Background: an optimization exercise with open tools, aiming at small area, a short achievable clock period and few clock cycles. Do not read the settings as production practice.
Only simulation tests tie the RTL to the original design; equivalence was not proved.

### standard.sh
#!/bin/bash
# synth_recipe.tcl (not shown) runs the flow's synth.tcl, then flattens the netlist and writes it again
# the make line also repeats each setting of config.mk as NAME=value (left out here)
make -C /OpenROAD-flow-scripts/flow DESIGN_CONFIG=/design/flow/config.mk WORK_HOME=/design/flow/orfs CLKGATE_MAP_FILE= SYNTH_SCRIPT=/design/flow/synth_recipe.tcl "${@:-finish}"
### constraint.sdc
create_clock -name core_clock -period 12.5 [get_ports {clk}]
set_input_delay 2.5000 -clock core_clock [delete_from_list [all_inputs] [get_ports {clk}]]
set_output_delay 2.5000 -clock core_clock [all_outputs]
set_load 0.01 [all_outputs]
### config.mk
export PLATFORM = sky130hd
export DESIGN_NAME = processor
export DESIGN_NICKNAME = processor
export VERILOG_FILES = /design/flow/design.v
export SDC_FILE = /design/flow/constraint.sdc
export NUM_CORES = 8
export LEC_CHECK = 0
export CAP_MARGIN = 20
export CORE_MARGIN = 2
export CORE_UTILIZATION = 50
export PLACE_DENSITY = 0.6
export SETUP_SLACK_MARGIN = 4
export SLEW_MARGIN = 20
### design.v
module addk #(parameter W = 8) (input wire [W-1:0] x, input wire [W-1:0] y,
                                input wire ci, output wire [W-1:0] s);
  localparam integer NL = (W <= 1) ? 0 : (W <= 2) ? 1 : (W <= 4) ? 2 : (W <= 8) ? 3 : 4;
  wire [W-1:0] p = x ^ y;
  wire [W:0] P [0:NL];
  wire [W:0] V [0:NL];
  assign P[0] = {p, 1'b0};
  assign V[0] = {x, ci};
  genvar i, l;
  generate for (l = 0; l < NL; l = l + 1) begin: lv
    for (i = 0; i <= W; i = i + 1) begin: bt
      if (i >= (1 << l)) begin: m
        assign P[l+1][i] = P[l][i] & P[l][i - (1 << l)];
        assign V[l+1][i] = P[l][i] ? V[l][i - (1 << l)] : V[l][i];
      end else begin: k
        assign P[l+1][i] = P[l][i];
        assign V[l+1][i] = V[l][i];
      end
    end
  end endgenerate
  wire [W-1:0] c = V[NL][W-1:0];
  assign s = p ^ c;
endmodule
module add8c(input wire [7:0] x, input wire [7:0] y, input wire ci, output wire [7:0] s);
  addk #(8) a(.x(x), .y(y), .ci(ci), .s(s));
endmodule
module mul8(input wire [7:0] a, input wire [7:0] b, output wire [7:0] p);
  wire pp0_0 = a[0] & b[0];
  wire pp0_1 = a[1] & b[0];
  wire pp0_2 = a[2] & b[0];
  wire pp0_3 = a[3] & b[0];
  wire pp0_4 = a[4] & b[0];
  wire pp0_5 = a[5] & b[0];
  wire pp0_6 = a[6] & b[0];
  wire pp0_7 = a[7] & b[0];
  wire pp1_0 = a[0] & b[1];
  wire pp1_1 = a[1] & b[1];
  wire pp1_2 = a[2] & b[1];
  wire pp1_3 = a[3] & b[1];
  wire pp1_4 = a[4] & b[1];
  wire pp1_5 = a[5] & b[1];
  wire pp1_6 = a[6] & b[1];
  wire pp2_0 = a[0] & b[2];
  wire pp2_1 = a[1] & b[2];
  wire pp2_2 = a[2] & b[2];
  wire pp2_3 = a[3] & b[2];
  wire pp2_4 = a[4] & b[2];
  wire pp2_5 = a[5] & b[2];
  wire pp3_0 = a[0] & b[3];
  wire pp3_1 = a[1] & b[3];
  wire pp3_2 = a[2] & b[3];
  wire pp3_3 = a[3] & b[3];
  wire pp3_4 = a[4] & b[3];
  wire pp4_0 = a[0] & b[4];
  wire pp4_1 = a[1] & b[4];
  wire pp4_2 = a[2] & b[4];
  wire pp4_3 = a[3] & b[4];
  wire pp5_0 = a[0] & b[5];
  wire pp5_1 = a[1] & b[5];
  wire pp5_2 = a[2] & b[5];
  wire pp6_0 = a[0] & b[6];
  wire pp6_1 = a[1] & b[6];
  wire pp7_0 = a[0] & b[7];
  wire s1 = pp0_6 ^ pp1_5;
  wire c1 = s1 ? 1'b0 : pp0_6;
  wire h2 = pp0_7 ^ pp1_6;
  wire s2 = h2 ^ pp2_5;
  wire c2 = h2 ? pp2_5 : pp0_7;
  wire s3 = pp3_4 ^ pp4_3;
  wire c3 = s3 ? 1'b0 : pp3_4;
  wire s4 = pp0_4 ^ pp1_3;
  wire c4 = s4 ? 1'b0 : pp0_4;
  wire h5 = pp0_5 ^ pp1_4;
  wire s5 = h5 ^ pp2_3;
  wire c5 = h5 ? pp2_3 : pp0_5;
  wire s6 = pp3_2 ^ pp4_1;
  wire c6 = s6 ? 1'b0 : pp3_2;
  wire h7 = s1 ^ pp2_4;
  wire s7 = h7 ^ pp3_3;
  wire c7 = h7 ? pp3_3 : s1;
  wire h8 = pp4_2 ^ pp5_1;
  wire s8 = h8 ^ pp6_0;
  wire c8 = h8 ? pp6_0 : pp4_2;
  wire h9 = c1 ^ s2;
  wire s9 = h9 ^ s3;
  wire c9 = h9 ? s3 : c1;
  wire h10 = pp5_2 ^ pp6_1;
  wire s10 = h10 ^ pp7_0;
  wire c10 = h10 ? pp7_0 : pp5_2;
  wire s11 = pp0_3 ^ pp1_2;
  wire c11 = s11 ? 1'b0 : pp0_3;
  wire h12 = s4 ^ pp2_2;
  wire s12 = h12 ^ pp3_1;
  wire c12 = h12 ? pp3_1 : s4;
  wire h13 = c4 ^ s5;
  wire s13 = h13 ^ s6;
  wire c13 = h13 ? s6 : c4;
  wire h14 = c5 ^ c6;
  wire s14 = h14 ^ s7;
  wire c14 = h14 ? s7 : c5;
  wire h15 = c7 ^ c8;
  wire s15 = h15 ^ s9;
  wire c15 = h15 ? s9 : c7;
  wire s16 = pp0_2 ^ pp1_1;
  wire c16 = s16 ? 1'b0 : pp0_2;
  wire h17 = s11 ^ pp2_1;
  wire s17 = h17 ^ pp3_0;
  wire c17 = h17 ? pp3_0 : s11;
  wire h18 = c11 ^ s12;
  wire s18 = h18 ^ pp4_0;
  wire c18 = h18 ? pp4_0 : c11;
  wire h19 = c12 ^ s13;
  wire s19 = h19 ^ pp5_0;
  wire c19 = h19 ? pp5_0 : c12;
  wire h20 = c13 ^ s14;
  wire s20 = h20 ^ s8;
  wire c20 = h20 ? s8 : c13;
  wire h21 = c14 ^ s15;
  wire s21 = h21 ^ s10;
  wire c21 = h21 ? s10 : c14;
  wire [7:0] ra = {c20, c19, c18, c17, c16, s16, pp0_1, pp0_0};
  wire [7:0] rb = {s21, s20, s19, s18, s17, pp2_0, pp1_0, 1'b0};
  addk #(8) fin(.x(ra), .y(rb), .ci(1'b0), .s(p));
endmodule
module ge8(input wire [7:0] x, input wire [7:0] y, output wire ge);
  wire [7:0] eq = ~(x ^ y);
  wire [3:0] e1, g1;
  genvar i;
  generate for (i = 0; i < 4; i = i + 1) begin: l1
    assign e1[i] = eq[2*i+1] & eq[2*i];
    assign g1[i] = eq[2*i+1] ? x[2*i] : x[2*i+1];
  end endgenerate
  wire [1:0] e2, g2;
  generate for (i = 0; i < 2; i = i + 1) begin: l2
    assign e2[i] = e1[2*i+1] & e1[2*i];
    assign g2[i] = e1[2*i+1] ? g1[2*i] : g1[2*i+1];
  end endgenerate
  wire e3 = e2[1] & e2[0];
  wire g3 = e2[1] ? g2[0] : g2[1];
  assign ge = e3 | g3;
endmodule
module div8(input wire [7:0] a, input wire [7:0] d, output wire [7:0] q);
  wire [3:0] x1 = a[7:4];
  wire [7:0] ix = {x1, d[3:0]};
  localparam [255:0] TQ0 = 256'hff3f7f153f931f910fcf07cd03eb01e100f70075003b0019000f000500030001;
  localparam [255:0] TR0 = 256'h55d52a00d57d0a80f5750288fd5500a0ff5d0020ffd50008fff50000fffd0000;
  localparam [255:0] TQ1 = 256'h00f700f700750075003b003b00190019000f000f000500050003000300010001;
  localparam [255:0] TR1 = 256'h335199590ca00620f319f99100c00068ff31ff9100080000fff1fff900000000;
  localparam [255:0] TQ2 = 256'h000f000f000f000f000500050005000500030003000300030001000100010001;
  localparam [255:0] TR2 = 256'h0f018721c381e18100c0004000200000ff01ff81ffc1ffe10000000000000000;
  localparam [255:0] TQ3 = 256'h0003000300030003000300030003000300010001000100010001000100010001;
  localparam [255:0] TR3 = 256'h00018001c001e001f001f801fc01fe0100000000000000000000000000000000;
  wire [3:0] qh0 = {TQ3[ix], TQ2[ix], TQ1[ix], TQ0[ix]};
  wire [3:0] r10 = {TR3[ix], TR2[ix], TR1[ix], TR0[ix]};
  wire dhi = |d[7:4];
  wire [3:0] qh = dhi ? 4'd0 : qh0;
  wire [3:0] r1 = dhi ? x1 : r10;
  wire [8:0] m1 = {1'b0, d};
  wire [8:0] m2 = {d, 1'b0};
  wire [8:0] m4 = {d[6:0], 2'b0};
  wire [8:0] m8 = {d[5:0], 3'b0};
  wire [8:0] m3, m5, m7, m9, m11, m13, m15;
  addk #(9) a3 (.x({1'b0, d[6:0], 1'b0}), .y({2'b0, d[6:0]}), .ci(1'b0), .s(m3));
  addk #(9) a5 (.x({1'b0, d[5:0], 2'b0}), .y({3'b0, d[5:0]}), .ci(1'b0), .s(m5));
  addk #(9) a7 (.x({d[5:0], 3'b0}),  .y(~{3'b0, d[5:0]}), .ci(1'b1), .s(m7));
  addk #(9) a9 (.x({1'b0, d[4:0], 3'b0}), .y({4'b0, d[4:0]}), .ci(1'b0), .s(m9));
  addk #(9) a11(.x({1'b0, d[4:0], 3'b0}), .y({2'b0, m3[6:0]}), .ci(1'b0), .s(m11));
  addk #(9) a13(.x({1'b0, d[4:0], 3'b0}), .y({1'b0, m5[7:0]}), .ci(1'b0), .s(m13));
  addk #(9) a15(.x({d[4:0], 4'b0}),  .y(~{4'b0, d[4:0]}), .ci(1'b1), .s(m15));
  wire d7 = d[7];
  wire d6 = |d[7:6];
  wire d5 = |d[7:5];
  wire [15:1] ov;
  wire [7:0] mk [1:15];
  assign ov[1]  = m1[8];                 assign mk[1]  = m1[7:0];
  assign ov[2]  = m2[8];                 assign mk[2]  = m2[7:0];
  assign ov[3]  = d7 | m3[8];            assign mk[3]  = m3[7:0];
  assign ov[4]  = d6;                    assign mk[4]  = m4[7:0];
  assign ov[5]  = d6 | m5[8];            assign mk[5]  = m5[7:0];
  assign ov[6]  = d7 | m3[8] | m3[7];    assign mk[6]  = {m3[6:0], 1'b0};
  assign ov[7]  = d6 | m7[8];            assign mk[7]  = m7[7:0];
  assign ov[8]  = d5;                    assign mk[8]  = m8[7:0];
  assign ov[9]  = d5 | m9[8];            assign mk[9]  = m9[7:0];
  assign ov[10] = d6 | m5[8] | m5[7];    assign mk[10] = {m5[6:0], 1'b0};
  assign ov[11] = d5 | m11[8];           assign mk[11] = m11[7:0];
  assign ov[12] = d7 | |m3[8:6];         assign mk[12] = {m3[5:0], 2'b0};
  assign ov[13] = d5 | m13[8];           assign mk[13] = m13[7:0];
  assign ov[14] = d6 | m7[8] | m7[7];    assign mk[14] = {m7[6:0], 1'b0};
  assign ov[15] = d5 | m15[8];           assign mk[15] = m15[7:0];
  wire [7:0] x2 = {r1, a[3:0]};
  wire [15:1] t;
  genvar k;
  generate for (k = 1; k < 16; k = k + 1) begin: cmp
    wire ge;
    ge8 c(.x(x2), .y(mk[k]), .ge(ge));
    assign t[k] = ~ov[k] & ge;
  end endgenerate
  wire [3:0] ql;
  assign ql[3] = t[8];
  assign ql[2] = t[4] & ~t[8] | t[12];
  assign ql[1] = t[2] & ~t[4] | t[6] & ~t[8] | t[10] & ~t[12] | t[14];
  assign ql[0] = t[1] & ~t[2] | t[3] & ~t[4] | t[5] & ~t[6] | t[7] & ~t[8]
               | t[9] & ~t[10] | t[11] & ~t[12] | t[13] & ~t[14] | t[15];
  assign q = {qh, ql};
endmodule
module execute(
  input wire [7:0] ra, rb, rc, rd,
  input wire [23:0] w,               
  input wire [3:0] u1a, u1b,
  input wire [1:0] u1op,
  input wire [3:0] u2a, u2b,
  input wire u2sub, u2mul,
  input wire [3:0] u3a, u3b,
  input wire u3sub,
  input wire [3:0] ta, tb, tc, td, s0t, s1t, s2t, s3t,
  output wire [7:0] na, nb, nc, nd, s0d, s1d, s2d, s3d
);
  localparam [3:0] T_U1 = 4'd7, T_U2 = 4'd8, T_U3 = 4'd9;
  function [7:0] early;
    input [3:0] t;
    input [7:0] a, b, c, d;
    input [23:0] w;
    begin
      case (t[2:0])
        3'd0: early = a;
        3'd1: early = b;
        3'd2: early = c;
        3'd3: early = d;
        3'd4: early = w[7:0];
        3'd5: early = w[15:8];
        default: early = w[23:16];
      endcase
    end
  endfunction
  wire [7:0] x1a = early(u1a, ra, rb, rc, rd, w);
  wire [7:0] x1b = early(u1b, ra, rb, rc, rd, w);
  wire [7:0] dv = u1b[1] ? (u1b[0] ? rd : rc) : rb;
  wire [7:0] q;
  div8 divider(.a(ra), .d(dv), .q(q));
  wire       sub1 = (u1op == 2'd1);
  wire [7:0] as1, mu1;
  add8c add1(.x(x1a), .y(x1b ^ {8{sub1}}), .ci(sub1), .s(as1));
  mul8 mul1(.a(x1a), .b(x1b), .p(mu1));
  wire [7:0] u1m = u1op[1] ? mu1 : as1;
  wire [7:0] u1 = (u1op == 2'd3) ? q : u1m;
  wire [7:0] e2a = early(u2a, ra, rb, rc, rd, w);
  wire [7:0] e2b = early(u2b, ra, rb, rc, rd, w);
  wire [7:0] x2a = (u2a == T_U1) ? u1 : e2a;
  wire [7:0] x2b = (u2b == T_U1) ? u1 : e2b;
  wire [7:0] m2a = (u2a == T_U1) ? u1m : e2a;
  wire [7:0] m2b = (u2b == T_U1) ? u1m : e2b;
  wire [7:0] as2, mu2;
  add8c add2(.x(x2a), .y(x2b ^ {8{u2sub}}), .ci(u2sub), .s(as2));
  mul8 mul2(.a(m2a), .b(m2b), .p(mu2));
  wire [7:0] u2 = u2mul ? mu2 : as2;
  wire [7:0] x3a = (u3a == T_U2) ? u2 : (u3a == T_U1) ? u1 : early(u3a, ra, rb, rc, rd, w);
  wire [7:0] x3b = (u3b == T_U2) ? u2 : (u3b == T_U1) ? u1 : early(u3b, ra, rb, rc, rd, w);
  wire [7:0] u3;
  add8c add3(.x(x3a), .y(x3b ^ {8{u3sub}}), .ci(u3sub), .s(u3));
  function [7:0] pick;
    input [3:0] t;
    input [7:0] e, r1, r2, r3;
    begin
      pick = (t == T_U3) ? r3 : (t == T_U2) ? r2 : (t == T_U1) ? r1 : e;
    end
  endfunction
  assign na = pick(ta, early(ta, ra, rb, rc, rd, w), u1, u2, u3);
  assign nb = pick(tb, early(tb, ra, rb, rc, rd, w), u1, u2, u3);
  assign nc = pick(tc, early(tc, ra, rb, rc, rd, w), u1, u2, u3);
  assign nd = pick(td, early(td, ra, rb, rc, rd, w), u1, u2, u3);
  assign s0d = pick(s0t, early(s0t, ra, rb, rc, rd, w), u1, u2, u3);
  assign s1d = pick(s1t, early(s1t, ra, rb, rc, rd, w), u1, u2, u3);
  assign s2d = pick(s2t, early(s2t, ra, rb, rc, rd, w), u1, u2, u3);
  assign s3d = pick(s3t, early(s3t, ra, rb, rc, rd, w), u1, u2, u3);
endmodule
module membank(
  input wire clk,
  input wire we,
  input wire [4:0] wrow,
  input wire [7:0] wdata,
  input wire [31:0] rsel,
  input wire usel,             
  output wire [7:0] rdata,
  output wire [7:0] udata      
);
  reg [7:0] mem [0:31];
  always @(posedge clk)
    if (we)
      mem[wrow] <= wdata;
  reg [7:0] qt [0:3];
  integer i, j;
  always @* begin
    for (j = 0; j < 4; j = j + 1) begin
      qt[j] = 8'd0;
      for (i = 8 * j; i < 8 * j + 8; i = i + 1)
        qt[j] = qt[j] | ({8{rsel[i]}} & mem[i]);
    end
  end
  assign rdata = qt[0] | qt[1] | qt[2] | qt[3];
  assign udata = ({8{usel}} & qt[0]) | ({8{usel}} & qt[1]) | ({8{usel}} & qt[2]) | ({8{usel}} & qt[3]);
endmodule
module group_decoder(
  input wire [79:0] win_all,      
  input wire [4:0] row_lo,        
  input wire [4:0] row_hi,        
  input wire [10:1] endok,        
  output wire [10:1] len_oh,      
  output wire halt,
  output wire [3:0] u1a, u1b,     
  output wire [1:0] u1op,         
  output wire [3:0] u2a, u2b,     
  output wire u2sub, u2mul,
  output wire [3:0] u3a, u3b,     
  output wire u3sub,
  output wire [3:0] ta, tb, tc, td,  
  output wire [23:0] imm,         
  output wire s0v, s1v, s2v, s3v,  
  output wire [7:0] s0a, s1a, s2a, s3a,
  output wire [3:0] s0t, s1t, s2t, s3t
);
  localparam integer W = 10;      
  localparam integer K = 7;       
  localparam [3:0] T_U1 = 4'd7, T_U2 = 4'd8, T_U3 = 4'd9;
  wire [7:0] win [0:W];
  genvar j, r, k;
  generate for (j = 0; j < W; j = j + 1) begin: wb
    assign win[j] = win_all[8*j +: 8];
  end endgenerate
  assign win[W] = 8'd0;
  wire [W:0] two;    
  generate for (j = 0; j < W; j = j + 1) begin: tw
    assign two[j] = (win[j][7:3] == 5'b00011);
  end endgenerate
  assign two[W] = 1'b0;
  wire [W+2:0] sp [0:K];
  assign sp[0] = {{(W+2){1'b0}}, 1'b1};
  generate for (k = 0; k < K; k = k + 1) begin: spk
    reg [W+2:0] nxt;
    integer p;
    always @* begin
      nxt = {(W+3){1'b0}};
      for (p = 0; p <= W; p = p + 1) begin
        nxt[p+1] = nxt[p+1] | (sp[k][p] & ~two[p]);
        nxt[p+2] = nxt[p+2] | (sp[k][p] & two[p]);
      end
    end
    assign sp[k+1] = nxt;
  end endgenerate
  wire [W-1:0] smc_b;
  wire [7:0] bank_b [0:W-1];
  generate for (j = 0; j < W; j = j + 1) begin: sb
    assign smc_b[j] = (win[j+1][7:3] == row_lo) | (win[j+1][7:3] == row_hi);
    assign bank_b[j] = 8'd1 << win[j+1][2:0];
  end endgenerate
  wire [7:0] op [0:K-1];
  wire [7:0] nx [0:K-1];
  wire [7:0] sbank [0:K-1];
  wire [K-1:0] ssmc;
  wire [K-1:0] fit;
  generate for (k = 0; k < K; k = k + 1) begin: sl
    reg [7:0] o, n, bk;
    reg sm;
    integer p;
    always @* begin
      o = 8'd0; n = 8'd0; bk = 8'd0; sm = 1'b0;
      for (p = k; p < W; p = p + 1) begin
        o = o | ({8{sp[k][p]}} & win[p]);
        n = n | ({8{sp[k][p]}} & win[p+1]);
        bk = bk | ({8{sp[k][p]}} & bank_b[p]);
        sm = sm | (sp[k][p] & smc_b[p]);
      end
    end
    assign op[k] = o;
    assign nx[k] = n;
    assign sbank[k] = bk;
    assign ssmc[k] = sm;
    assign fit[k] = |(sp[k+1][W:1] & endok);
  end endgenerate
  wire [K-1:0] is_mov, is_alu, is_as, is_mul, is_mvi, is_st, is_halt, is_div;
  wire [3:0] wr [0:K-1];    
  wire [3:0] rd [0:K-1];    
  wire [1:0] aop [0:K-1];
  generate for (k = 0; k < K; k = k + 1) begin: dc
    wire [7:0] o = op[k];
    assign is_mov[k]  = (o <= 8'h0b);
    assign is_alu[k]  = (o >= 8'h0c) && (o <= 8'h17);
    assign is_as[k]   = (o >= 8'h0c) && (o <= 8'h11);
    assign is_mul[k]  = (o >= 8'h12) && (o <= 8'h14);
    assign is_div[k]  = (o >= 8'h15) && (o <= 8'h17);
    assign is_mvi[k]  = (o[7:2] == 6'b000110);
    assign is_st[k]   = (o[7:2] == 6'b000111);
    assign is_halt[k] = (o == 8'hff);
    reg [3:0] w, s;
    always @* begin
      w = 4'b0000; s = 4'b0000;
      if (o <= 8'h0b) begin
        case (o[3:0])
          4'h0: begin w = 4'b0001; s = 4'b0010; end
          4'h1: begin w = 4'b0001; s = 4'b0100; end
          4'h2: begin w = 4'b0001; s = 4'b1000; end
          4'h3: begin w = 4'b0010; s = 4'b0001; end
          4'h4: begin w = 4'b0010; s = 4'b0100; end
          4'h5: begin w = 4'b0010; s = 4'b1000; end
          4'h6: begin w = 4'b0100; s = 4'b0010; end
          4'h7: begin w = 4'b0100; s = 4'b0001; end
          4'h8: begin w = 4'b0100; s = 4'b1000; end
          4'h9: begin w = 4'b1000; s = 4'b0010; end
          4'ha: begin w = 4'b1000; s = 4'b0100; end
          default: begin w = 4'b1000; s = 4'b0001; end
        endcase
      end else if (o <= 8'h17) begin
        w = 4'b0001;
        case (o[4:0])
          5'h0c, 5'h0f, 5'h12, 5'h15: s = 4'b0010;
          5'h0d, 5'h10, 5'h13, 5'h16: s = 4'b0100;
          default: s = 4'b1000;
        endcase
      end else if (o[7:2] == 6'b000110) begin
        w = 4'b0001 << o[1:0];
      end else if (o[7:2] == 6'b000111) begin
        s = 4'b0001 << o[1:0];
      end
    end
    assign wr[k] = w;
    assign rd[k] = s;
    assign aop[k] = (o <= 8'h0e) ? 2'd0 : (o <= 8'h11) ? 2'd1 : (o <= 8'h14) ? 2'd2 : 2'd3;
  end endgenerate
  wire [K-1:0] alu_ge1, alu_ge2, alu_ge3, st_ge1, st_ge2, st_ge3, st_ge4, mvi_ge1, mvi_ge2, mvi_ge3, div_ge1;
  wire [3:0] wb4 [0:K-1];
  wire [3:0] w2 [0:K-1];
  assign alu_ge1[0] = 1'b0; assign alu_ge2[0] = 1'b0; assign alu_ge3[0] = 1'b0;
  assign st_ge1[0]  = 1'b0; assign st_ge2[0]  = 1'b0; assign st_ge3[0] = 1'b0; assign st_ge4[0] = 1'b0;
  assign mvi_ge1[0] = 1'b0; assign mvi_ge2[0] = 1'b0; assign mvi_ge3[0] = 1'b0;
  assign div_ge1[0] = 1'b0;
  assign wb4[0] = 4'b0000;
  assign w2[0] = 4'b0000;
  generate for (k = 1; k < K; k = k + 1) begin: cnt
    assign alu_ge1[k] = alu_ge1[k-1] | is_alu[k-1];
    assign alu_ge2[k] = alu_ge2[k-1] | (alu_ge1[k-1] & is_alu[k-1]);
    assign alu_ge3[k] = alu_ge3[k-1] | (alu_ge2[k-1] & is_alu[k-1]);
    assign st_ge1[k]  = st_ge1[k-1] | is_st[k-1];
    assign st_ge2[k]  = st_ge2[k-1] | (st_ge1[k-1] & is_st[k-1]);
    assign st_ge3[k]  = st_ge3[k-1] | (st_ge2[k-1] & is_st[k-1]);
    assign st_ge4[k]  = st_ge4[k-1] | (st_ge3[k-1] & is_st[k-1]);
    assign mvi_ge1[k] = mvi_ge1[k-1] | is_mvi[k-1];
    assign mvi_ge2[k] = mvi_ge2[k-1] | (mvi_ge1[k-1] & is_mvi[k-1]);
    assign mvi_ge3[k] = mvi_ge3[k-1] | (mvi_ge2[k-1] & is_mvi[k-1]);
    assign div_ge1[k] = div_ge1[k-1] | (is_alu[k-1] & is_div[k-1]);
    assign wb4[k] = wb4[k-1] | wr[k-1];
    assign w2[k] = w2[k-1] | ({4{alu_ge2[k-1] | (alu_ge1[k-1] & is_alu[k-1])}} & wr[k-1]);
  end endgenerate
  wire [K-1:0] first_alu  = is_alu & ~alu_ge1;
  wire [K-1:0] second_alu = is_alu & alu_ge1 & ~alu_ge2;
  wire [K-1:0] third_alu  = is_alu & alu_ge2 & ~alu_ge3;
  wire [K-1:0] first_st   = is_st & ~st_ge1;
  wire [K-1:0] second_st  = is_st & st_ge1 & ~st_ge2;
  wire [K-1:0] third_st   = is_st & st_ge2 & ~st_ge3;
  wire [K-1:0] fourth_st  = is_st & st_ge3 & ~st_ge4;
  wire [K-1:0] mvi0 = is_mvi & ~mvi_ge1;
  wire [K-1:0] mvi1 = is_mvi & mvi_ge1 & ~mvi_ge2;
  wire [K-1:0] mvi2 = is_mvi & mvi_ge2 & ~mvi_ge3;
  wire [7:0] sb4 [0:K-1];
  assign sb4[0] = 8'd0;
  generate for (k = 1; k < K; k = k + 1) begin: sbc
    assign sb4[k] = sb4[k-1] | ({8{is_st[k-1]}} & sbank[k-1]);
  end endgenerate
  reg [7:0] r_s0a, r_s1a, r_s2a, r_s3a;
  integer i;
  always @* begin
    r_s0a = 8'd0; r_s1a = 8'd0; r_s2a = 8'd0; r_s3a = 8'd0;
    for (i = 0; i < K; i = i + 1) begin
      r_s0a = r_s0a | ({8{first_st[i]}} & nx[i]);
      r_s1a = r_s1a | ({8{second_st[i]}} & nx[i]);
      r_s2a = r_s2a | ({8{third_st[i]}} & nx[i]);
      r_s3a = r_s3a | ({8{fourth_st[i]}} & nx[i]);
    end
  end
  assign s0a = r_s0a; assign s1a = r_s1a; assign s2a = r_s2a; assign s3a = r_s3a;
  wire [K-1:0] cb, ca;
  generate for (k = 0; k < K; k = k + 1) begin: cut
    wire div_late = is_div[k] & (wb4[k][0] | |(wb4[k] & rd[k]));
    assign cb[k] = ~fit[k]
                 | (is_alu[k] & (alu_ge3[k] | (alu_ge2[k] & ~is_as[k]) | div_late
                                 | (alu_ge1[k] & (is_div[k] | (is_mul[k] & div_ge1[k])))))
                 | (is_st[k] & (st_ge4[k] | |(w2[k] & rd[k])
                                | |(sbank[k] & sb4[k])))
                 | (is_mvi[k] & mvi_ge3[k]);
    assign ca[k] = is_halt[k] | (is_st[k] & ssmc[k]);
  end endgenerate
  wire [K:1] stop;
  generate for (k = 1; k <= K; k = k + 1) begin: sp1
    if (k < K) begin: m
      assign stop[k] = cb[k] | ca[k-1];
    end else begin: l
      assign stop[k] = 1'b1;
    end
  end endgenerate
  wire [K:1] prior;    
  assign prior[1] = 1'b0;
  generate for (k = 2; k <= K; k = k + 1) begin: pr
    assign prior[k] = prior[k-1] | stop[k-1];
  end endgenerate
  wire [K:1] n_oh = stop & ~prior;
  wire [K-1:0] inc;
  assign inc[0] = 1'b1;
  generate for (k = 1; k < K; k = k + 1) begin: ic
    assign inc[k] = ~prior[k+1 > K ? K : k+1] & ~stop[k];
  end endgenerate
  reg [10:1] r_len;
  always @* begin
    r_len = 10'd0;
    for (i = 1; i <= K; i = i + 1)
      r_len = r_len | ({10{n_oh[i]}} & sp[i][10:1]);
  end
  assign len_oh = r_len;
  wire [3:0] t [0:K][0:3];
  wire [3:0] srct [0:K-1];
  generate for (r = 0; r < 4; r = r + 1) begin: t0
    assign t[0][r] = r;
  end endgenerate
  generate for (k = 0; k < K; k = k + 1) begin: tg
    assign srct[k] = ({4{rd[k][0]}} & t[k][0]) | ({4{rd[k][1]}} & t[k][1])
                   | ({4{rd[k][2]}} & t[k][2]) | ({4{rd[k][3]}} & t[k][3]);
    wire [3:0] cv = is_mvi[k] ? (mvi_ge2[k] ? 4'd6 : mvi_ge1[k] ? 4'd5 : 4'd4)
                              : (alu_ge2[k] ? T_U3 : alu_ge1[k] ? T_U2 : T_U1);
    for (r = 0; r < 4; r = r + 1) begin: rg
      wire w  = wr[k][r];
      wire wm = w & is_mov[k];
      wire wc = w & ~is_mov[k];
      assign t[k+1][r] = ({4{~w}} & t[k][r]) | ({4{wm}} & srct[k]) | ({4{wc}} & cv);
    end
  end endgenerate
  reg [3:0] tend [0:3];
  integer m;
  always @* begin
    for (m = 0; m < 4; m = m + 1) begin
      tend[m] = 4'd0;
      for (i = 1; i <= K; i = i + 1)
        tend[m] = tend[m] | ({4{n_oh[i]}} & t[i][m]);
    end
  end
  assign ta = tend[0];
  assign tb = tend[1];
  assign tc = tend[2];
  assign td = tend[3];
  reg [3:0] r_u1a, r_u1b, r_u2a, r_u2b, r_u3a, r_u3b, r_s0t, r_s1t, r_s2t, r_s3t;
  reg [1:0] r_u1op;
  reg       r_u2sub, r_u2mul, r_u3sub, r_s0v, r_s1v, r_s2v, r_s3v, r_halt;
  reg [23:0] r_imm;
  always @* begin
    r_u1a = 4'd0; r_u1b = 4'd0; r_u2a = 4'd0; r_u2b = 4'd0;
    r_s0t = 4'd0; r_s1t = 4'd0; r_s2t = 4'd0; r_s3t = 4'd0;
    r_u1op = 2'd0; r_u2sub = 1'b0; r_u2mul = 1'b0;
    r_u3a = 4'd0; r_u3b = 4'd0; r_u3sub = 1'b0;
    r_s0v = 1'b0; r_s1v = 1'b0; r_s2v = 1'b0; r_s3v = 1'b0; r_halt = 1'b0;
    r_imm = 24'd0;
    for (i = 0; i < K; i = i + 1) begin
      r_u1a = r_u1a | ({4{first_alu[i]}} & t[i][0]);
      r_u1b = r_u1b | ({4{first_alu[i]}} & srct[i]);
      r_u1op = r_u1op | ({2{first_alu[i]}} & aop[i]);
      r_u2a = r_u2a | ({4{second_alu[i]}} & t[i][0]);
      r_u2b = r_u2b | ({4{second_alu[i]}} & srct[i]);
      r_u2sub = r_u2sub | (second_alu[i] & (aop[i] == 2'd1));
      r_u2mul = r_u2mul | (second_alu[i] & (aop[i] == 2'd2));
      r_u3a = r_u3a | ({4{third_alu[i]}} & t[i][0]);
      r_u3b = r_u3b | ({4{third_alu[i]}} & srct[i]);
      r_u3sub = r_u3sub | (third_alu[i] & (aop[i] == 2'd1));
      r_s0t = r_s0t | ({4{first_st[i]}} & srct[i]);
      r_s0v = r_s0v | (first_st[i] & inc[i]);
      r_s1t = r_s1t | ({4{second_st[i]}} & srct[i]);
      r_s1v = r_s1v | (second_st[i] & inc[i]);
      r_s2t = r_s2t | ({4{third_st[i]}} & srct[i]);
      r_s2v = r_s2v | (third_st[i] & inc[i]);
      r_s3t = r_s3t | ({4{fourth_st[i]}} & srct[i]);
      r_s3v = r_s3v | (fourth_st[i] & inc[i]);
      r_imm[7:0]   = r_imm[7:0]   | ({8{mvi0[i]}} & nx[i]);
      r_imm[15:8]  = r_imm[15:8]  | ({8{mvi1[i]}} & nx[i]);
      r_imm[23:16] = r_imm[23:16] | ({8{mvi2[i]}} & nx[i]);
      r_halt = r_halt | (is_halt[i] & inc[i]);
    end
  end
  assign u1a = r_u1a; assign u1b = r_u1b; assign u1op = r_u1op;
  assign u2a = r_u2a; assign u2b = r_u2b; assign u2sub = r_u2sub; assign u2mul = r_u2mul;
  assign u3a = r_u3a; assign u3b = r_u3b; assign u3sub = r_u3sub;
  assign s0t = r_s0t; assign s1t = r_s1t; assign s2t = r_s2t; assign s3t = r_s3t;
  assign s0v = r_s0v; assign s1v = r_s1v; assign s2v = r_s2v; assign s3v = r_s3v;
  assign imm = r_imm;
  assign halt = r_halt;
endmodule
module processor(
  input wire clk, reset,
  input wire op,  
  input wire [7:0] in_data,
  input wire user_write_memory,
  input wire [7:0] user_address,
  output wire [7:0] out_data,  
  output wire done             
);
  reg [7:0] reg_a, reg_b, reg_c, reg_d;
  reg [7:0] pc;
  reg       f_halted;     
  reg       done_r;
  reg [63:0] rb0, rb1;
  reg [7:0]  rv0, rv1;    
  reg        g_valid;
  reg        g_halt;
  reg [23:0] g_imm;       
  reg [3:0]  g_u1a, g_u1b;
  reg [1:0]  g_u1op;
  reg [3:0]  g_u2a, g_u2b;
  reg        g_u2sub, g_u2mul;
  reg [3:0]  g_u3a, g_u3b;
  reg        g_u3sub;
  reg [3:0]  g_ta, g_tb, g_tc, g_td;
  reg        g_s0v, g_s1v, g_s2v, g_s3v;
  reg [7:0]  g_s0a, g_s1a, g_s2a, g_s3a;
  reg [3:0]  g_s0t, g_s1t, g_s2t, g_s3t;
  wire [4:0] row0 = pc[7:3];
  wire [4:0] row1 = row0 + 5'd1;
  wire [4:0] row2 = row0 + 5'd2;
  wire [7:0] a_new, b_new, c_new, d_new, s0d, s1d, s2d, s3d;
  execute ex(
    .ra(reg_a), .rb(reg_b), .rc(reg_c), .rd(reg_d), .w(g_imm),
    .u1a(g_u1a), .u1b(g_u1b), .u1op(g_u1op),
    .u2a(g_u2a), .u2b(g_u2b), .u2sub(g_u2sub), .u2mul(g_u2mul),
    .u3a(g_u3a), .u3b(g_u3b), .u3sub(g_u3sub),
    .ta(g_ta), .tb(g_tb), .tc(g_tc), .td(g_td), .s0t(g_s0t), .s1t(g_s1t), .s2t(g_s2t), .s3t(g_s3t),
    .na(a_new), .nb(b_new), .nc(c_new), .nd(d_new), .s0d(s0d), .s1d(s1d), .s2d(s2d), .s3d(s3d)
  );
  wire all0 = &rv0;
  wire all1 = &rv1;
  wire [4:0] frow = ~all0 ? row0 : ~all1 ? row1 : row2;
  wire [4:0] rrow = op ? frow : user_address[7:3];
  wire [31:0] rsel = 32'd1 << rrow;
  wire [7:0] cw0 = {8{g_valid & g_s0v}} & (8'd1 << g_s0a[2:0]);
  wire [7:0] cw1 = {8{g_valid & g_s1v}} & (8'd1 << g_s1a[2:0]);
  wire [7:0] cw2 = {8{g_valid & g_s2v}} & (8'd1 << g_s2a[2:0]);
  wire [7:0] cw3 = {8{g_valid & g_s3v}} & (8'd1 << g_s3a[2:0]);
  wire [7:0] uwb = {8{~op & user_write_memory}} & (8'd1 << user_address[2:0]);
  wire [63:0] bank_row;
  wire [63:0] bank_user;
  wire [7:0]  ubank = 8'd1 << user_address[2:0];
  genvar b;
  generate for (b = 0; b < 8; b = b + 1) begin: bk
    wire       we   = cw0[b] | cw1[b] | cw2[b] | cw3[b] | uwb[b];
    wire [4:0] wrow = cw0[b] ? g_s0a[7:3] : cw1[b] ? g_s1a[7:3] : cw2[b] ? g_s2a[7:3]
                    : cw3[b] ? g_s3a[7:3] : user_address[7:3];
    wire [7:0] wdat = cw0[b] ? s0d : cw1[b] ? s1d : cw2[b] ? s2d : cw3[b] ? s3d : in_data;
    membank m(.clk(clk), .we(we), .wrow(wrow), .wdata(wdat), .rsel(rsel),
              .usel(ubank[b]), .rdata(bank_row[8*b +: 8]), .udata(bank_user[8*b +: 8]));
  end endgenerate
  assign out_data = bank_user[7:0] | bank_user[15:8] | bank_user[23:16] | bank_user[31:24]
                  | bank_user[39:32] | bank_user[47:40] | bank_user[55:48] | bank_user[63:56];
  wire [2:0] pcl = pc[2:0];
  wire [143:0] rbuf = {16'd0, rb1, rb0};
  wire [79:0] win_all = rbuf[{pcl, 3'b000} +: 80];
  wire [10:1] endok;
  genvar e;
  generate for (e = 1; e <= 10; e = e + 1) begin: eo
    assign endok[e] = ({1'b0, pcl} + e <= 4'd15);
  end endgenerate
  wire [10:1] f_len_oh;
  wire [23:0] f_imm;
  wire       f_halt;
  wire [3:0] f_u1a, f_u1b, f_u2a, f_u2b;
  wire [1:0] f_u1op;
  wire       f_u2sub, f_u2mul;
  wire [3:0] f_u3a, f_u3b;
  wire       f_u3sub;
  wire [3:0] f_ta, f_tb, f_tc, f_td;
  wire       f_s0v, f_s1v, f_s2v, f_s3v;
  wire [7:0] f_s0a, f_s1a, f_s2a, f_s3a;
  wire [3:0] f_s0t, f_s1t, f_s2t, f_s3t;
  group_decoder dec(
    .win_all(win_all), .row_lo(row0), .row_hi(row1), .endok(endok),
    .len_oh(f_len_oh), .halt(f_halt), .imm(f_imm),
    .u1a(f_u1a), .u1b(f_u1b), .u1op(f_u1op),
    .u2a(f_u2a), .u2b(f_u2b), .u2sub(f_u2sub), .u2mul(f_u2mul),
    .u3a(f_u3a), .u3b(f_u3b), .u3sub(f_u3sub),
    .ta(f_ta), .tb(f_tb), .tc(f_tc), .td(f_td),
    .s0v(f_s0v), .s1v(f_s1v), .s2v(f_s2v), .s3v(f_s3v),
    .s0a(f_s0a), .s1a(f_s1a), .s2a(f_s2a), .s3a(f_s3a),
    .s0t(f_s0t), .s1t(f_s1t), .s2t(f_s2t), .s3t(f_s3t)
  );
  wire hz0 = g_s0v & ((g_s0a[7:3] == row0) | (g_s0a[7:3] == row1) | (g_s0a[7:3] == row2));
  wire hz1 = g_s1v & ((g_s1a[7:3] == row0) | (g_s1a[7:3] == row1) | (g_s1a[7:3] == row2));
  wire hz2 = g_s2v & ((g_s2a[7:3] == row0) | (g_s2a[7:3] == row1) | (g_s2a[7:3] == row2));
  wire hz3 = g_s3v & ((g_s3a[7:3] == row0) | (g_s3a[7:3] == row1) | (g_s3a[7:3] == row2));
  wire hz = g_valid & (hz0 | hz1 | hz2 | hz3);
  wire f_run = op & ~f_halted & ~done_r;
  wire f_go = f_run & all0 & all1 & ~hz;
  wire f_load = f_run & ~(all0 & all1) & ~hz;    
  reg [3:0] pcl_sum;
  integer k;
  always @* begin
    pcl_sum = 4'd0;
    for (k = 1; k <= 10; k = k + 1)
      pcl_sum = pcl_sum | ({4{f_len_oh[k]}} & ({1'b0, pcl} + k));
  end
  wire f_carry = pcl_sum[3];
  wire [7:0] snoop0 = {8{uwb != 8'd0 && user_address[7:3] == row0}} & uwb;
  wire [7:0] snoop1 = {8{uwb != 8'd0 && user_address[7:3] == row1}} & uwb;
  always @(posedge clk, posedge reset)
    if (reset) begin
      reg_a <= 8'h55; reg_b <= 8'h11; reg_c <= 8'h11; reg_d <= 8'h11;
      pc <= 8'd0;
      f_halted <= 1'b0; done_r <= 1'b0;
      g_valid <= 1'b0;
      rv0 <= 8'd0; rv1 <= 8'd0;
    end else begin
      if (g_valid) begin
        reg_a <= a_new; reg_b <= b_new; reg_c <= c_new; reg_d <= d_new;
      end
      if (f_go) pc <= {f_carry ? row1 : row0, pcl_sum[2:0]};
      g_valid <= f_go;
      if (!op) begin
        f_halted <= 1'b0;
        done_r <= 1'b0;
      end else begin
        if (f_go && f_halt) f_halted <= 1'b1;
        if (g_valid && g_halt) done_r <= 1'b1;
      end
      if (hz) begin
        rv0 <= 8'd0; rv1 <= 8'd0;
      end else if (f_go && f_carry) begin
        rv0 <= rv1; rv1 <= 8'hff;
      end else if (f_load) begin
        if (!all0) rv0 <= 8'hff;
        else rv1 <= 8'hff;
      end else begin
        rv0 <= rv0 | snoop0;
        rv1 <= rv1 | snoop1;
      end
    end
  genvar y;
  generate for (y = 0; y < 8; y = y + 1) begin: rbb
    always @(posedge clk) begin
      if (f_go && f_carry) begin
        rb0[8*y +: 8] <= rb1[8*y +: 8];
        rb1[8*y +: 8] <= bank_row[8*y +: 8];
      end else if (f_load) begin
        if (!all0) rb0[8*y +: 8] <= bank_row[8*y +: 8];
        else rb1[8*y +: 8] <= bank_row[8*y +: 8];
      end else begin
        if (snoop0[y]) rb0[8*y +: 8] <= in_data;
        if (snoop1[y]) rb1[8*y +: 8] <= in_data;
      end
    end
  end endgenerate
  always @(posedge clk) begin
    g_halt <= f_halt;
    g_imm <= f_imm;
    g_u1a <= f_u1a; g_u1b <= f_u1b; g_u1op <= f_u1op;
    g_u2a <= f_u2a; g_u2b <= f_u2b; g_u2sub <= f_u2sub; g_u2mul <= f_u2mul;
    g_u3a <= f_u3a; g_u3b <= f_u3b; g_u3sub <= f_u3sub;
    g_ta <= f_ta; g_tb <= f_tb; g_tc <= f_tc; g_td <= f_td;
    g_s0v <= f_s0v; g_s0a <= f_s0a; g_s0t <= f_s0t;
    g_s1v <= f_s1v; g_s1a <= f_s1a; g_s1t <= f_s1t;
    g_s2v <= f_s2v; g_s2a <= f_s2a; g_s2t <= f_s2t;
    g_s3v <= f_s3v; g_s3a <= f_s3a; g_s3t <= f_s3t;
  end
  assign done = done_r;
endmodule
### flow/run.sh
#!/bin/bash
# The standard flow's own layout (standard.sh), except that synthesis skips ORFS's adder
# step (Yosys extract_fa and the full/half-adder cell map): ABC then maps the
# arithmetic as plain logic and times it as a whole. Everything else, the
# registers included, is the standard synthesis and layout.
set -euo pipefail
here=$(pwd)

# ORFS's synth.tcl without the block from "Technology mapping of adders" up
# to "Technology mapping of latches"
sed '/^# Technology mapping of adders/,/^# Technology mapping of latches/{/^# Technology mapping of latches/!d}' \
  "$FLOW_HOME/scripts/synth.tcl" > "$here/synth_noadder.tcl"
grep -q '^# Technology mapping of latches' "$here/synth_noadder.tcl"
! grep -q 'extract_fa' "$here/synth_noadder.tcl"

# The standard flow's synthesis script, sourcing that instead of ORFS's synth.tcl
sed "s#source \$::env(SCRIPTS_DIR)/synth.tcl#source $here/synth_noadder.tcl#" \
  synth_recipe.tcl > "$here/synth_recipe_noadder.tcl"
grep -q 'synth_noadder.tcl' "$here/synth_recipe_noadder.tcl"

# standard.sh with that synthesis script
sed "s#SYNTH_SCRIPT=[^ ]*#SYNTH_SCRIPT=$here/synth_recipe_noadder.tcl#" standard.sh > "$here/standard_noadder.sh"
grep -q 'synth_recipe_noadder.tcl' "$here/standard_noadder.sh"

bash "$here/standard_noadder.sh" finish > "$here/orfs_make.log" 2>&1
==> results of run 1 <==
[placed cells by master, fill, tap and decap left out, types with 55 or more instances in the layout]
master	instances
edfxtp_1	2176
a211oi_1	145
mux2_2	88
o21ai_0	524
a31oi_1	83
a21o_1	69
o221ai_1	174
nand3_1	327
o21ai_1	72
a21oi_1	655
nand4_1	270
xnor2_1	190
buf_4	905
inv_1	105
a221oi_1	204
nor2_1	1100
nor2b_1	68
o21a_1	111
nand2_1	963
o22ai_1	163
a22oi_1	912
o31ai_1	109
xor2_1	58
dfxtp_1	112
and2_1	56
and3_1	66
a21oi_2	55
clkbuf_16	245
mux4_2	120
nand2b_1	68
clkinv_1	59
mux2i_1	202
buf_6	91
nor2_2	57
o211ai_1	133
a22o_1	143
nor3_1	176
buf_12	62
[Yosys cell counts (133+ instances only)]
cell and n:
mux2i_1 220, nand4_1 270, nand2_1 986, a221oi_1 244, a22oi_1 935, o22ai_1 177, nor2_1 1197, xnor2_1 201
clkbuf_1 701, o211ai_1 133, a21oi_1 721, a22o_1 143, a211oi_1 161, o221ai_1 186, edfxtp_1 2176, o21ai_0 570
nand3_1 350, nor3_1 253
[registers in the layout, summed over array words and instances (netlist names), 8 cells and up]
name      count
g_s0a         8
rb0          64
reg_c         8
reg_b         8
g_s3a         8
pc            8
reg_a         8
g_s1a         8
bk.m.mem   2048
rb1          64
g_s2a         8
g_imm        24
rv1           8
rv0           8
reg_d         8
[per-stage QoR]
stage               utilization [%]  setup slack, ns
floorplan                         -             4.07
detailed placement             52.9             1.65
finish                         59.3             3.95
global placement               52.8             1.57
CTS                            57.8             3.97
global route                   59.3             3.81
[worst max-delay path: cells and delay by family, from the launching register on]
family,cells,cell delay (ns)
compound gates,13,3.07
simple gates,8,2.36
buf+inv,12,1.87
mux,1,0.57
flops,1,0.51
[per-layer routing]
layer | global-route usage [%] | vias up
met1 | 59.0 | 59900
met3 | 14.3 | 2814
met2 | 67.3 | 11300
met5 | 0 | -
met4 | 33.1 | 24
li1 | - | 49500
[cell type report]
| cell class | instances | area [um^2] | area share [%] |
|---|---|---|---|
| Timing Repair Buffer | 1138 | 10400 | 6.77 |
| Inverter | 131 | 515 | 0.334 |
| Antenna cell | 20 | 50.0 | 0.0325 |
| Tap cell | 3496 | 4370 | 2.84 |
| Sequential cell | 2355 | 69300 | 44.9 |
| Clock inverter | 150 | 1420 | 0.923 |
| Multi-Input combinational cell | 8778 | 61900 | 40.2 |
| Clock buffer | 280 | 6200 | 4.02 |
[kinds of logic after synthesis]
kind of cell	after synthesis	synth area share, %
AND/OR/NAND/NOR	3652	13.0
other	1	0.00286
AO/OA/AOI/OAI	4356	23.7
buffers and inverters	1098	3.53
multiplexers	443	4.66
XOR/XNOR	278	1.99
adder cells (fa/ha/maj)	33	0.254
flip-flops	2355	52.8
[worst max path at each step]
| stage | endpoint | slack (ns) | startpoint |
|---|---|---|---|
| finish | rv1[5]$_DFFE_PP0P_ | 3.95 | pc[0]$_DFFE_PP0P_ |
| global route | bk[7].m.mem[22][6]$_DFFE_PP_ | 3.81 | g_u1b[0]$_DFF_P_ |
| CTS | bk[7].m.mem[22][6]$_DFFE_PP_ | 3.97 | reg_c[1]$_DFFE_PP0P_ |
| detailed placement | out_data[1] | 1.65 | op |
| global placement | rb1[56]$_DFFE_PP_ | 1.57 | pc[0]$_DFFE_PP0P_ |
| floorplan | bk[4].m.mem[0][6]$_DFFE_PP_ | 4.07 | reg_c[3]$_DFFE_PP0P_ |
[what timing repair did]
item,CTS,global route
endpoints found under the setup margin,2414,2149
pin swaps,181,124
buffers inserted,262,186
gates resized for setup,585,412
cloned,22,9
==> flow_summary.ini, run 1 <==
[sta]
tns_ns = 0
rsz0062_at_grt = true
hold_violations = 0
period_minus_slack_ns = 8.55
period_share_pct = 68.4
worst_pin_slew_ns = 1.42
fin_skew_ns = 0.154
fmax_ghz = 0.117
slew_viol_final = 0
relSlewSlack_pct = 5.54
setup_viol_count_final = 0
holdWs_ns = 0.500

[hold_path]
min_path_cells = 1
min_to = rv1[1]$_DFFE_PP0P_
hold_start = rv1[1]$_DFFE_PP0P_
hp-class = flip-flop to flip-flop

[clocking]
cts_made_buffers = 240
hold_buffers = 0
path_clk_slew_ns = 0.06
htreeDepth = 4
cts_sinks = 2355
insertion_delay_ns = 0.96
cts_tree = built
root_buffer = clkbuf_16
clockBufferDepth = 4

[worst_setup_path]
crit_type = flip-flop to flip-flop
rr_endpoint = rv1[5]$_DFFE_PP0P_
rrSetupSlack_ns = 3.95
r2r_cells = 34
cp-end-kind = flip-flop
r2r_start = pc[0]$_DFFE_PP0P_
cp-start-kind = flip-flop
crit_fanout = 16
cpMostUsedCell = buf_4
cpPeakStageDelay_ns = 0.57
cp.arrival_ns = 9.25
crit_required_ns = 13.20
cp_slowest_cell = mux4_2

[synth]
avgSynthCellArea_um2 = 10.7
synth.area.top_cells = edfxtp_1, a22oi_1, nor2_1
yosysUniqueCellTypes = 141
ys_ff_latch = 2355
synth_edf_count = 2176
yosysWarnings = 9
ys.flop_type = edfxtp_1
synthesis.area_um2 = 131000
seq_area_frac_synth_pct = 52.8
synth_top_area_share_pct = 49.9
synth-async-reset-ratio_pct = 2.51
synthCells = 12200
synth_top_area_cell = edfxtp_1

[placement]
dpl.hpwl_um = 436000
portBuffers = 28
dp.cells = 15400
placed_cell_area_um2 = 138000
gp_congestion = 1.11

[run_status]
outcome = timing/DRC/antenna clean

[floorplanning]
dieArea_um2 = 266000
die_w_um = 516
start_util_pct = 50.4
core_area_um2 = 260000
die_y_um = 516
io_pins = 29
rows = 187

[final_layout]
area_growth_pct = 17.7
drive_gt1_share_pct = 20.3
stdcell_count = 16300
fin_area_um2 = 154000
fillerInstances = 21200
nNetsFinal = 12700

[drt]
vias = 124000
drc_errors = 0
drtIter0Drc = 21000
dr_wl_met2_um = 267000
drt_first_pass_iters = 13
wl_met1_um = 223000
final_antenna_net_count = 0
wl_met3_um = 91700
wirelength_um = 641000
post_drt_wl_per_cell_um = 39.2
highest_layer = met5
vias_per_cell = 7.56

[grt]
grt_pass1_vias = 113000
overflow = 0
grt_pass1_wl_um = 881000
grt_max_degree = 69
track_usage_pct = 46.5
grt_antenna_before_repair = 32

[flow_run]
drv_cap = 0
Testbench counts, summed over its fixed seeds: cycles 1,180.
==> inputs of run 2 (changes only) <==
--- a/config.mk
+++ b/config.mk
@@ -9,4 +9,6 @@
 export CORE_MARGIN = 2
 export CORE_UTILIZATION = 50
+export CTS_CLUSTER_DIAMETER = 100
+export CTS_CLUSTER_SIZE = 22
 export PLACE_DENSITY = 0.6
 export SETUP_SLACK_MARGIN = 4
==> run 2 against run 1 <==
Compared with the run above:
- critical path type unchanged
- core utilization is 1.8 points lower
- hold slack improved by 0.0061 ns
- largest cell class unchanged
- synthesized cell count unchanged
- critical endpoint unchanged
==> flow_summary.ini, run 2 <==
[final_layout]
nNetsFinal = 12500
largestRegisters = bk.m.mem (2048), rb0 (64), rb1 (64)
layout_common_cells = edfxtp_1, nor2_1, nand2_1, a22oi_1, buf_4
area_growth_pct = 14.1
largest_reg_flops = 2048
fin_area_um2 = 149000
largest_register = bk.m.mem
drive_gt1_share_pct = 18.4
final_common_cell = edfxtp_1

[clocking]
root_buffer = clkbuf_16
htreeDepth = 4
cts_made_buffers = 130
insertion_delay_ns = 0.89
path_clk_slew_ns = 0.10
cts_tree = built
clockBufferDepth = 3
hold_buffers = 0
cts_sinks = 2355

[synth]
ys_top_cells_by_count = edfxtp_1, nor2_1, nand2_1
synth_top_area_cell = edfxtp_1
synth.area.top_cells = edfxtp_1, a22oi_1, nor2_1
yosysWarnings = 9
seq_area_frac_synth_pct = 52.8
synthesis.area_um2 = 131000
ys.flop_type = edfxtp_1
avgSynthCellArea_um2 = 10.7
synthCells = 12200
synth-async-reset-ratio_pct = 2.51
synth_top_area_share_pct = 49.9
synth_edf_count = 2176
yosysUniqueCellTypes = 141
ys_ff_latch = 2355
synth.most_common_cell = edfxtp_1

[worst_setup_path]
cp-start-kind = flip-flop
cpMostUsedCell = buf_4
cp_slowest_cell = a221oi_1
crit_fanout = 15
cp.arrival_ns = 9.41
crit_required_ns = 13.21
critPathTopFamily = compound AO/OA/AOI/OAI gates
cp-startpoint = pc[0]$_DFFE_PP0P_
r2r_start = pc[0]$_DFFE_PP0P_
cpPeakStageDelay_ns = 0.77
cp-end-kind = flip-flop
crit_type = flip-flop to flip-flop
critPathBufInv = 9

[floorplanning]
die_w_um = 516
dieArea_um2 = 266000
core_area_um2 = 260000
start_util_pct = 50.4
die_y_um = 516
io_pins = 29
rows = 187

[sta]
holdWs_ns = 0.507
slew_viol_final = 0
setup_slack_ns = 3.80
fmax_ghz = 0.115
period_share_pct = 69.6
worst_pin_slew_ns = 1.37
hold_violations = 0
rsz0062_at_grt = true
tns_ns = 0
fin_skew_ns = 0.0932
setup_viol_count_final = 0
period_minus_slack_ns = 8.70
relSlewSlack_pct = 8.33

[hold_path]
hp-class = flip-flop to flip-flop
hold_start = rv1[1]$_DFFE_PP0P_

[drt]
drc_errors = 0
final_antenna_net_count = 0
wirelength_um = 635000
vias_per_cell = 7.63
post_drt_wl_per_cell_um = 39.7
drt_first_pass_iters = 8
vias = 122000
drtIter0Drc = 21500

[flow_run]
drv_cap = 0

[placement]
place_ws_ns = 1.65
placed_cell_area_um2 = 138000
gp_congestion = 1.11
dpl.hpwl_um = 436000
portBuffers = 28

[grt]
grt_pass1_wl_um = 870000
grt_max_degree = 69
overflow = 0
grt_pass1_vias = 111000
grt_antenna_before_repair = 32
track_usage_pct = 46.0

[run_status]
outcome = timing/DRC/antenna clean
[run 2: cell count changes in the layout (fill, tap and decap cells not counted), moves of 10 or more]
cell	delta
nor3_1	+10
clkbuf_16	-105
clkinvlp_4	-12
nor3_2	-10
buf_4	-49
clkbuf_1	-30
bufinv_16	-23
buf_6	-14
clkinv_1	-47
clkinv_2	-53
[run 2: repair_timing]
action                                  in CTS  in global routing
pin swaps                                  173                108
buffers inserted                           247                132
cloned                                      20                 12
gates resized for setup                    559                345
endpoints found under the setup margin    2413               2280
[run 2: worst register-to-register path: cells and delay by family (launching register included)]
kind | cells | cell delay [ns]
buffers and inverters | 9 | 2.00
flip-flops | 1 | 0.53
multiplexers | 1 | 0.58
AO/OA/AOI/OAI | 12 | 3.47
AND/OR/NAND/NOR | 10 | 1.99
[run 2: final cells by class]
cell class              count  area [um^2]
fillers                 21600       111000
repair buffers           1073         9880
multi-input cells        8775        61600
well taps                3496         4370
inverters                 131          513
clock buffers             135         3270
diodes                     20         50.0
flip-flops and latches   2355        69300
clock inverters            24          528
[run 2: logic make-up after synthesis]
family / count (synthesis) / share of synthesized area (%)
compound gates: 4356 / 23.7
simple gates: 3652 / 13.0
fa+ha+maj: 33 / 0.254
other cells: 1 / 0.00286
xor+xnor: 278 / 1.99
flops: 2355 / 52.8
mux: 443 / 4.66
buf+inv: 1098 / 3.53
[run 2: path summary, 6_finish.rpt]
check | cells after the start | to | slack (ns)
setup / recovery | 32 | rv1[5]$_DFFE_PP0P_ | 3.80
hold / removal | 1 | rv1[1]$_DFFE_PP0P_ | 0.51
setup reg to reg | 32 | rv1[5]$_DFFE_PP0P_ | 3.80
hold reg to reg | 1 | rv1[1]$_DFFE_PP0P_ | 0.51
max in group asynchronous | 3 | pc[1]$_DFFE_PP0P_ | 9.17
min in group asynchronous | 2 | reg_c[3]$_DFFE_PP0P_ | 1.91
[run 2: stage by stage]
stage,instances,util [%]
finish,16000,57.4
global route,16000,57.4
CTS,15800,56.2
detailed placement,15400,52.9
global placement,15400,52.8
floorplan,12200,-
[run 2: per-layer routing]
layer | vias to the layer above | routed length [um] | GRT usage [%]
li1 | 49000 | - | -
met1 | 59400 | 222000 | 59.0
met2 | 11100 | 265000 | 66.6
met3 | 2632 | 89100 | 13.6
met4 | 16 | 58500 | 32.3
met5 | - | 95 | 0
==> inputs of run 3 (changes only) <==
--- a/config.mk
+++ b/config.mk
@@ -12,4 +12,4 @@
 export CTS_CLUSTER_SIZE = 22
 export PLACE_DENSITY = 0.6
-export SETUP_SLACK_MARGIN = 4
+export SETUP_SLACK_MARGIN = 4.3
 export SLEW_MARGIN = 20
==> run 3 against run 2 <==
Compared with the run above:
- still clean
- first-iteration DRC count grew 8.6%
- cell count grew 2.3%
- non-clock buffer count grew 367
- die area is the same
- count of clock-buffer cells in the layout shrank 5
- sequential cell count is the same
- clock skew grew 0.010 ns
- cell area grew 4.4%
- sequential share of layout area shrank 2.0 points
- critical path type is now input pin to primary output
- largest cell class unchanged
==> flow_summary.ini, run 3 <==
[run_status]
outcome = timing/DRC/antenna clean

[final_layout]
final_common_cell = edfxtp_1
fillerInstances = 21100
drive_gt1_share_pct = 22.8
largestRegisters = bk.m.mem (2048), rb0 (64), rb1 (64)
largest_register = bk.m.mem
layout_common_cells = edfxtp_1, nor2_1, buf_4, nand2_1, a22oi_1
largest_reg_flops = 2048
fin_area_um2 = 156000
area_growth_pct = 19.1
nNetsFinal = 12900

[floorplanning]
core_area_um2 = 260000
die_w_um = 516
io_pins = 29
start_util_pct = 50.4
rows = 187
die_y_um = 516
dieArea_um2 = 266000

[grt]
track_usage_pct = 44.9
grt_pass1_wl_um = 855000
overflow = 0
grt_antenna_before_repair = 34
grt_max_degree = 72
grt_pass1_vias = 112000

[drt]
final_antenna_net_count = 0
vias_per_cell = 7.56
wirelength_um = 627000
drt_first_pass_iters = 14
drtIter0Drc = 23300
drc_errors = 0
post_drt_wl_per_cell_um = 38.3
vias = 124000

[sta]
fmax_ghz = 0.120
rsz0062_at_grt = true
tns_ns = 0
worst_pin_slew_ns = 1.42
setup_viol_count_final = 0
setup_slack_ns = 4.14
holdWs_ns = 0.513
relSlewSlack_pct = 5.25
period_share_pct = 66.9
slew_viol_final = 0
hold_violations = 0
period_minus_slack_ns = 8.36
fin_skew_ns = 0.103

[worst_setup_path]
cpPeakStageDelay_ns = 0.42
crit_fanout = 6
cp_slowest_cell = nand4_1
cp-start-kind = input pin
crit_required_ns = 10.00
cp-end-kind = primary output
path_cells = buf_6 -> buf_6 -> nor2_4 -> a21oi_4 -> clkinv_4 -> nand2b_4 -> nor2_4 -> buf_12 -> buf_16 -> a22oi_2 -> nand4_1 -> nor3_2 -> nand4_1 -> buf_6 -> a22oi_2 -> nand4_1 -> buf_2
cp.arrival_ns = 5.86
crit_type = input pin to primary output

[synth]
yosysUniqueCellTypes = 141
seq_area_frac_synth_pct = 52.8
ys_top_cells_by_count = edfxtp_1, nor2_1, nand2_1
synth.area.top_cells = edfxtp_1, a22oi_1, nor2_1
synth_top_area_cell = edfxtp_1
ys.flop_type = edfxtp_1
yosysWarnings = 9
synth_edf_count = 2176
synth-async-reset-ratio_pct = 2.51
avgSynthCellArea_um2 = 10.7
synth.most_common_cell = edfxtp_1
synthCells = 12200
synthesis.area_um2 = 131000
ys_ff_latch = 2355
synth_top_area_share_pct = 49.9

[clocking]
cts_made_buffers = 121
path_clk_slew_ns = 0.09
insertion_delay_ns = 0.89
cts_sinks = 2355
cts_tree = built
htreeDepth = 3
root_buffer = clkbuf_16
clockBufferDepth = 3

[placement]
place_ws_ns = 1.13
gp_congestion = 1.14
placed_cell_area_um2 = 137000
dpl.hpwl_um = 412000
portBuffers = 28

[flow_run]
drv_cap = 0

[hold_path]
hp-class = flip-flop to flip-flop
[run 3: worst paths after layout]
kind                       cells past startpoint              endpoint  slack [ns]               start
min reg2reg                                    1    rv1[2]$_DFFE_PP0P_        0.51  rv1[2]$_DFFE_PP0P_
max reg2reg                                   36     rb1[62]$_DFFE_PP_        4.17   pc[0]$_DFFE_PP0P_
min in group asynchronous                      3  reg_b[6]$_DFFE_PP0P_        2.36               reset
min                                            1    rv1[2]$_DFFE_PP0P_        0.51  rv1[2]$_DFFE_PP0P_
max in group asynchronous                      3     pc[1]$_DFFE_PP0P_        9.32               reset
max                                           17           out_data[4]        4.14     user_address[6]
[run 3: kinds of logic (layout without fill, tap and decap cells)]
kind of cell / Yosys count / in the layout / synth area share, %
adder cells (fa/ha/maj): 33 / 33 / 0.254
AO/OA/AOI/OAI: 4356 / 4372 / 23.7
buffers and inverters: 1098 / 1720 / 3.53
XOR/XNOR: 278 / 278 / 1.99
AND/OR/NAND/NOR: 3652 / 3658 / 13.0
other: 1 / 17 / 0.00286
multiplexers: 443 / 443 / 4.66
flip-flops: 2355 / 2355 / 52.8
[run 3: metrics by stage]
step,cells,util [%]
after global placement,15300,52.5
after global routing,16400,60.0
after CTS,16000,57.3
final,16400,60.0
after floorplan,12200,-
after detailed placement,15300,52.6
[run 3: per-layer routing]
metal / up-vias / wire length, um / share of wire [%] / GRT usage [%]
li1: 49800 / - / - / -
met1: 60100 / 220000 / 35 / 58.1
met2: 11000 / 265000 / 42 / 66.0
met3: 2808 / 87000 / 14 / 12.6
met4: 24 / 55300 / 8.8 / 29.6
met5: - / 163 / 0.026 / 0
[run 3: cell type report]
type | count | area (um^2) | area share [%]
clock inverters | 19 | 320 | 0.205
diodes | 15 | 37.5 | 0.0241
inverters | 131 | 522 | 0.334
well taps | 3496 | 4370 | 2.80
flip-flops and latches | 2355 | 69300 | 44.4
clock buffers | 130 | 3060 | 1.96
multi-input cells | 8786 | 63800 | 40.9
repair buffers | 1440 | 14700 | 9.40
[run 3: critical path: cells and delay by family]
| kind | cells | cell delay, ns |
|---|---|---|
| AND/OR/NAND/NOR | 7 | 1.49 |
| buffers and inverters | 7 | 1.18 |
| AO/OA/AOI/OAI | 3 | 0.64 |
[run 3: repair_timing]
action	4_1_cts	5_1_grt
gates resized for setup	971	625
endpoints found under the hold margin	0	0
setup buffers	452	336
setup endpoints to repair	2426	2345
hold buffers	0	0
pin swaps	319	265
cloned	43	39

-- port drivers added, routing unchanged --
The results above use ideal ports. As a check the final layouts listed here were re-extracted and re-timed, cells and wires unchanged. Step 1 assumes that a clkbuf_16 drives the clock port and a buf_2 every other input. Step 2, shift: input delay + t, output delay - t, t = (earliest + latest rising clock arrival at the registers) / 2. This alone moves slack from input paths to output paths. Slacks: ideal / step 1 / step 2; pairs: ideal / step 1.
run	shift t [ns]	slack for setup (ns)	hold slack, ns	worst slew at a driven data input, ns
run 1	0.988	3.948 / 3.773 / 3.773	0.500 / 0.500 / 0.500	0.23
run 2	0.947	3.799 / 3.768 / 3.768	0.507 / 0.507 / 0.507	0.24
run 3	0.936	4.139 / 3.854 / 3.854	0.513 / 0.513 / 0.513	0.36
After both steps every run listed still meets setup and hold. For run 3, which loses most, drivers alone change the setup slack by -0.285 ns; drivers and shift together by -0.285 ns.
